What follows belongs to an exercise in optimizing a design on an open flow for small area; a production flow would make more cautious choices. Function was checked by simulation only, so behaviour that the tests miss may differ from the original. The flow treats the clock pin as an ideal source. Dropping or thinning the clock tree relies on that and would not hold on a real chip.

== rev 12 ==
==> module TOP_MODULE, before the edit <==
module TOP_MODULE(
    input CLK100MHZ,
    input rst,
    input SW,
    input BTNL, BTNR,
    output [7:0] AN,
    output CA,CB,CC,CD,CE,CF,CG, DP,
    output LED
    );
    assign DP = 1'b1;
    localparam [13:0] C_TAPS = 14'd8193, C_S0 = 14'd14560, C_S10001 = 14'd15472;
    localparam [13:0] B_TAPS = 14'd8193, B_S0 = 14'd6711, B_S5000 = 14'd6970;
    localparam [13:0] MASK = 14'd10922;
    reg [13:0] cnt_r, cnt1_r, cnt2_r;
    wire [13:0] cnt = cnt_r ^ MASK, cnt1 = cnt1_r ^ MASK, cnt2 = cnt2_r ^ MASK;
    wire tick    = ~cnt[0] & ~cnt[1] & cnt[2] & cnt[3] & ~cnt[5] & ~cnt[6] & cnt[8] & cnt[9] & ~cnt[11] & cnt[12] & ~cnt[13];    
    wire cnt1_ev  = ~cnt1[0] & cnt1[2] & cnt1[3] & ~cnt1[4] & cnt1[5] & cnt1[6] & ~cnt1[8] & ~cnt1[9] & cnt1[10] & ~cnt1[11] & cnt1[12] & cnt1[13];    
    wire cnt1_top = cnt1_ev & ~cnt1[1];    
    wire cnt2_ev  = ~cnt2[0] & cnt2[2] & cnt2[3] & ~cnt2[4] & cnt2[5] & cnt2[6] & ~cnt2[8] & ~cnt2[9] & cnt2[10] & ~cnt2[11] & cnt2[12] & cnt2[13];    
    wire cnt2_top = cnt2_ev & ~cnt2[1];    
    wire c1_ev = cnt1_ev;
    wire c2_ev = cnt2_ev;
    always_ff @(posedge CLK100MHZ) begin
        if (rst)       cnt_r <= C_S0 ^ MASK;
        else if (tick) cnt_r <= C_S10001 ^ MASK;
        else           cnt_r <= {cnt[12:0], ~^(cnt & C_TAPS)} ^ MASK;
        if (rst | ~BTNR)    cnt1_r <= B_S0 ^ MASK;
        else if (cnt1_top)  cnt1_r <= B_S5000 ^ MASK;
        else                cnt1_r <= {cnt1[12:0], ~^(cnt1 & B_TAPS)} ^ MASK;
        if (rst | ~BTNL)    cnt2_r <= B_S0 ^ MASK;
        else if (cnt2_top)  cnt2_r <= B_S5000 ^ MASK;
        else                cnt2_r <= {cnt2[12:0], ~^(cnt2 & B_TAPS)} ^ MASK;
    end
    reg [3:0] su, mu;
    reg [2:0] st, mt;
    reg [4:0] h;
    wire su9 = su[3] & su[0], mu9 = mu[3] & mu[0];
    wire s59 = st[2] & st[0] & su9;
    wire m59 = mt[2] & mt[0] & mu9;
    wire h23 = h[4] & h[2] & h[1] & h[0];
    wire s_inc = tick;
    wire m_inc = c1_ev | (tick & s59);
    wire h_inc = c2_ev | (tick & s59 & m59);
    function automatic [3:0] t10(input [3:0] x);
        t10 = {x[0] & (x[3] | (x[2] & x[1])), x[1] & x[0], x[0] & ~x[3], 1'b1};
    endfunction
    function automatic [2:0] t6(input [2:0] x);
        t6 = {x[0] & (x[2] | x[1]), x[0] & ~x[2], 1'b1};
    endfunction
    wire [3:0] su_t = t10(su), mu_t = t10(mu);
    wire [2:0] st_t = t6(st), mt_t = t6(mt);
    always_ff @(posedge CLK100MHZ) begin
        if (rst) begin
            st <= 3'd5; su <= 4'd0;
            mt <= 3'd1; mu <= 4'd2;
            h <= 5'd12;
        end else begin
            su <= su ^ ({4{s_inc}} & su_t);
            st <= st ^ ({3{s_inc & su9}} & st_t);
            mu <= mu ^ ({4{m_inc}} & mu_t);
            mt <= mt ^ ({3{m_inc & mu9}} & mt_t);
            if (h_inc) h <= h23 ? 5'd0 : h + 5'd1;
        end
    end
    wire gt12 = h[4] | (h[3] & h[2] & (h[1] | h[0]));
    wire pm = SW & gt12;
    assign LED = pm;
    wire [4:0] hd = pm ? h - 5'd12 : h;
    wire ht2 = hd[4] & hd[2];                                    
    wire ht1 = ~ht2 & (hd[4] | (hd[3] & (hd[2] | hd[1])));      
    wire [1:0] htd = {ht2, ht1};
    wire [4:0] hu5 = hd - (ht2 ? 5'd20 : ht1 ? 5'd10 : 5'd0);
    wire [3:0] hud = hu5[3:0];
    localparam [4:0] D_TAPS = 5'd18, D_RST = 5'd27, D_MASK = 5'b01010;
    reg [4:0] dc_r;
    reg [2:0] dig;
    wire [4:0] dc = dc_r ^ D_MASK;
    wire dc_end = ~dc[1] & ~dc[2] & ~dc[3];    
    wire [2:0] dig_nxt = dig + 3'd1;
    always_ff @(posedge CLK100MHZ) begin
        if (rst) begin
            dc_r <= D_RST ^ D_MASK; dig <= 3'd0;
        end else begin
            dc_r <= {dc[3:0], (~^(dc & D_TAPS)) ^ dc_end} ^ D_MASK;
            if (dc_end) dig <= dig_nxt;
        end
    end
    assign AN = ~(8'd1 << dig);
    reg [3:0] val;
    always_comb begin
        case (dig)
            3'd0: val = su;
            3'd1: val = {1'b0, st};
            3'd2: val = mu;
            3'd3: val = {1'b0, mt};
            3'd4: val = hud;
            3'd5: val = {2'b0, htd};
            default: val = 4'd15;
        endcase
    end
    localparam [111:0] SEGTAB = {7'b1111111, 7'b1110000, 7'b1110100, 7'b1011100,
                                 7'b0000110, 7'b0010010, 7'b0001100, 7'b0000000,
                                 7'b0001111, 7'b0100000, 7'b0100100, 7'b1001100,
                                 7'b0000110, 7'b0010010, 7'b1001111, 7'b0000001};
    wire [6:0] seg = SEGTAB[val*7 +: 7];
    assign {CA,CB,CC,CD,CE,CF,CG} = seg;
endmodule
==> flow/config.mk <==
export PLATFORM = sky130hd
export DESIGN_NAME = TOP_MODULE
export DESIGN_NICKNAME = TOP_MODULE
export VERILOG_FILES = /design/flow/design.v
export SDC_FILE = /design/flow/constraint.sdc
export NUM_CORES = 4
export LEC_CHECK = 0
export CAP_MARGIN = 20
export CORE_MARGIN = 2
export CORE_UTILIZATION = 60
export PLACE_DENSITY = 0.75
export SLEW_MARGIN = 20
==> flow/constraint.sdc <==
create_clock -name core_clock -period 10.0 [get_ports {CLK100MHZ}]
set_input_delay 2.0000 -clock core_clock [delete_from_list [all_inputs] [get_ports {CLK100MHZ}]]
set_output_delay 2.0000 -clock core_clock [all_outputs]
set_load 0.01 [all_outputs]
standard.sh (not shown) runs the stock make flow with config.mk's settings and CLKGATE_MAP_FILE= SYNTH_SCRIPT=/design/flow/synth_recipe.tcl, a recipe that flattens the netlist after the stock synthesis.
==> flow/flow/run.sh <==
#!/bin/bash
# Layout flow: the standard ORFS flow (standard.sh) with
#  - combinational logic mapped by ABC for area: abc runs once with each script
#    in flow/abc/ and the smallest mapping is kept; no separate half/full-adder
#    extraction. Registers are untouched, so they keep the standard synthesis's
#    names and cells;
#  - port buffers of the smallest buffer cell;
#  - clock tree synthesis without dummy loads, then rebuilt as four clkbuf_8
#    buffers fed straight from the clock port, each driving a group of nearby
#    flip-flops (bal4.tcl).
set -euo pipefail
W=$PWD
cat > my_synth.tcl <<EOF
# The standard flow's synthesis script (appended below), with abc run once per script in
# flow/abc/ and the smallest mapping kept.
proc abc {args} {
  set i [lsearch -exact \$args -script]
  set lib [lindex \$::env(LIB_FILES) 0]
  yosys design -save pre_abc
  set best ""
  foreach s [lsort [glob $W/flow/abc/*.abc]] {
    yosys design -load pre_abc
    yosys abc {*}[lreplace \$args [expr {\$i+1}] [expr {\$i+1}] \$s]
    set st [yosys tee -q -s result.string stat -liberty \$lib]
    regexp {Chip area for module[^:]*: ([0-9.]+)} \$st -> area
    puts "abc script [file tail \$s]: area \$area"
    if {\$best eq "" || \$area < \$best} {
      set best \$area
      set best_s \$s
      yosys design -save best_abc
    }
  }
  yosys design -load best_abc
  puts "abc: kept [file tail \$best_s] (area \$best)"
}
EOF
cat synth_recipe.tcl >> my_synth.tcl
bash standard.sh SYNTH_SCRIPT=$W/my_synth.tcl ADDER_MAP_FILE= \
  BUFFER_PORTS_ARGS="-buffer_cell sky130_fd_sc_hd__buf_1" \
  CTS_ARGS="-sink_clustering_enable -repair_clock_nets -dont_use_dummy_load -buf_list sky130_fd_sc_hd__clkbuf_4 -sink_clustering_size 40 -sink_clustering_max_diameter 200" \
  POST_CTS_TCL=$W/flow/bal4.tcl \
  finish > standard.log 2>&1
Other scripts of this flow, unchanged in this note and not shown: flow/flow/abc/c7.abc, flow/flow/abc/d2.abc, flow/flow/abc/d6.abc, flow/flow/abc/e2.abc, flow/flow/abc/f2.abc, flow/flow/abc/g1.abc, flow/flow/abc/g3.abc, flow/flow/abc/g5.abc, flow/flow/abc/g6.abc, flow/flow/bal4.tcl
Rev 12: no failed stages, no open violations at the end
Here is what was changed in the inputs of rev 13 compared with rev 12.
--- a/flow/design.v
+++ b/flow/design.v
@@ -7,21 +7,21 @@
     output [7:0] AN,
     output CA,CB,CC,CD,CE,CF,CG, DP,
     output LED
     );
     assign DP = 1'b1;
     localparam [13:0] C_TAPS = 14'd8193, C_S0 = 14'd14560, C_S10001 = 14'd15472;
-    localparam [13:0] B_TAPS = 14'd8193, B_S0 = 14'd6711, B_S5000 = 14'd6970;
+    localparam [13:0] B_TAPS = 14'd12288, B_S0 = 14'd4229, B_S5000 = 14'd5767;
     localparam [13:0] MASK = 14'd10922;
     reg [13:0] cnt_r, cnt1_r, cnt2_r;
     wire [13:0] cnt = cnt_r ^ MASK, cnt1 = cnt1_r ^ MASK, cnt2 = cnt2_r ^ MASK;
     wire tick    = ~cnt[0] & ~cnt[1] & cnt[2] & cnt[3] & ~cnt[5] & ~cnt[6] & cnt[8] & cnt[9] & ~cnt[11] & cnt[12] & ~cnt[13];    
-    wire cnt1_ev  = ~cnt1[0] & cnt1[2] & cnt1[3] & ~cnt1[4] & cnt1[5] & cnt1[6] & ~cnt1[8] & ~cnt1[9] & cnt1[10] & ~cnt1[11] & cnt1[12] & cnt1[13];    
-    wire cnt1_top = cnt1_ev & ~cnt1[1];    
-    wire cnt2_ev  = ~cnt2[0] & cnt2[2] & cnt2[3] & ~cnt2[4] & cnt2[5] & cnt2[6] & ~cnt2[8] & ~cnt2[9] & cnt2[10] & ~cnt2[11] & cnt2[12] & cnt2[13];    
-    wire cnt2_top = cnt2_ev & ~cnt2[1];    
+    wire cnt1_ev  = ~cnt1[0] & cnt1[1] & ~cnt1[2] & cnt1[3] & ~cnt1[4] & ~cnt1[5] & ~cnt1[7] & cnt1[8] & ~cnt1[10] & ~cnt1[11] & ~cnt1[12] & cnt1[13];    
+    wire cnt1_top = cnt1_ev & cnt1[6];    
+    wire cnt2_ev  = ~cnt2[0] & cnt2[1] & ~cnt2[2] & cnt2[3] & ~cnt2[4] & ~cnt2[5] & ~cnt2[7] & cnt2[8] & ~cnt2[10] & ~cnt2[11] & ~cnt2[12] & cnt2[13];    
+    wire cnt2_top = cnt2_ev & cnt2[6];    
     wire c1_ev = cnt1_ev;
     wire c2_ev = cnt2_ev;
     always_ff @(posedge CLK100MHZ) begin
         if (rst)       cnt_r <= C_S0 ^ MASK;
         else if (tick) cnt_r <= C_S10001 ^ MASK;
         else           cnt_r <= {cnt[12:0], ~^(cnt & C_TAPS)} ^ MASK;
[summary]
[compare] base=rev 12 new=rev 13: die span in x neither gained nor lost much, maximum clock frequency picked up an extra 0.58%, final period demand of the worst path lost 0.037 ns, number of global-route vias before repair picked up an extra about 9%. Per the comparison of rev 13 with rev 12, final-layout clock-cell area share shows no meaningful change, sum of buffers and inverters on the critical path now sits lower, worst stage delay on the critical path neither gained nor lost much. Of the two values seen for slowest stage cell on the critical path, sky130_fd_sc_hd__a41oi_1 was produced by rev 13 and sky130_fd_sc_hd__a221oi_1 by rev 12.

-- afterwards: timing with drivers on the ports --
The flow's constraints put no driver on any port. The routed layouts listed below were extracted and timed again, unchanged, in two steps. Step 1, drivers: a clkbuf_16 drives CLK100MHZ and a buf_2 each remaining input, both assumed. Step 2 adds t to the input delays and takes it off the output delays; t is the mean of the earliest and latest rising clock arrival at the registers after step 1. Input paths then give back, and output paths get back, about the clock's delay inside the block. a / b / c = no drivers / after step 1 / after step 2; a / b = the first two.
run	t, ns	setup WS [ns]	worst register clock-pin slew, ns	cell pins on the clock port's net
rev 12	0.209	3.619 / 3.597 / 3.597	0.10 / 0.10	4
rev 13	0.209	3.656 / 3.634 / 3.634	0.10 / 0.10	4
After both steps every run listed still meets setup and hold.
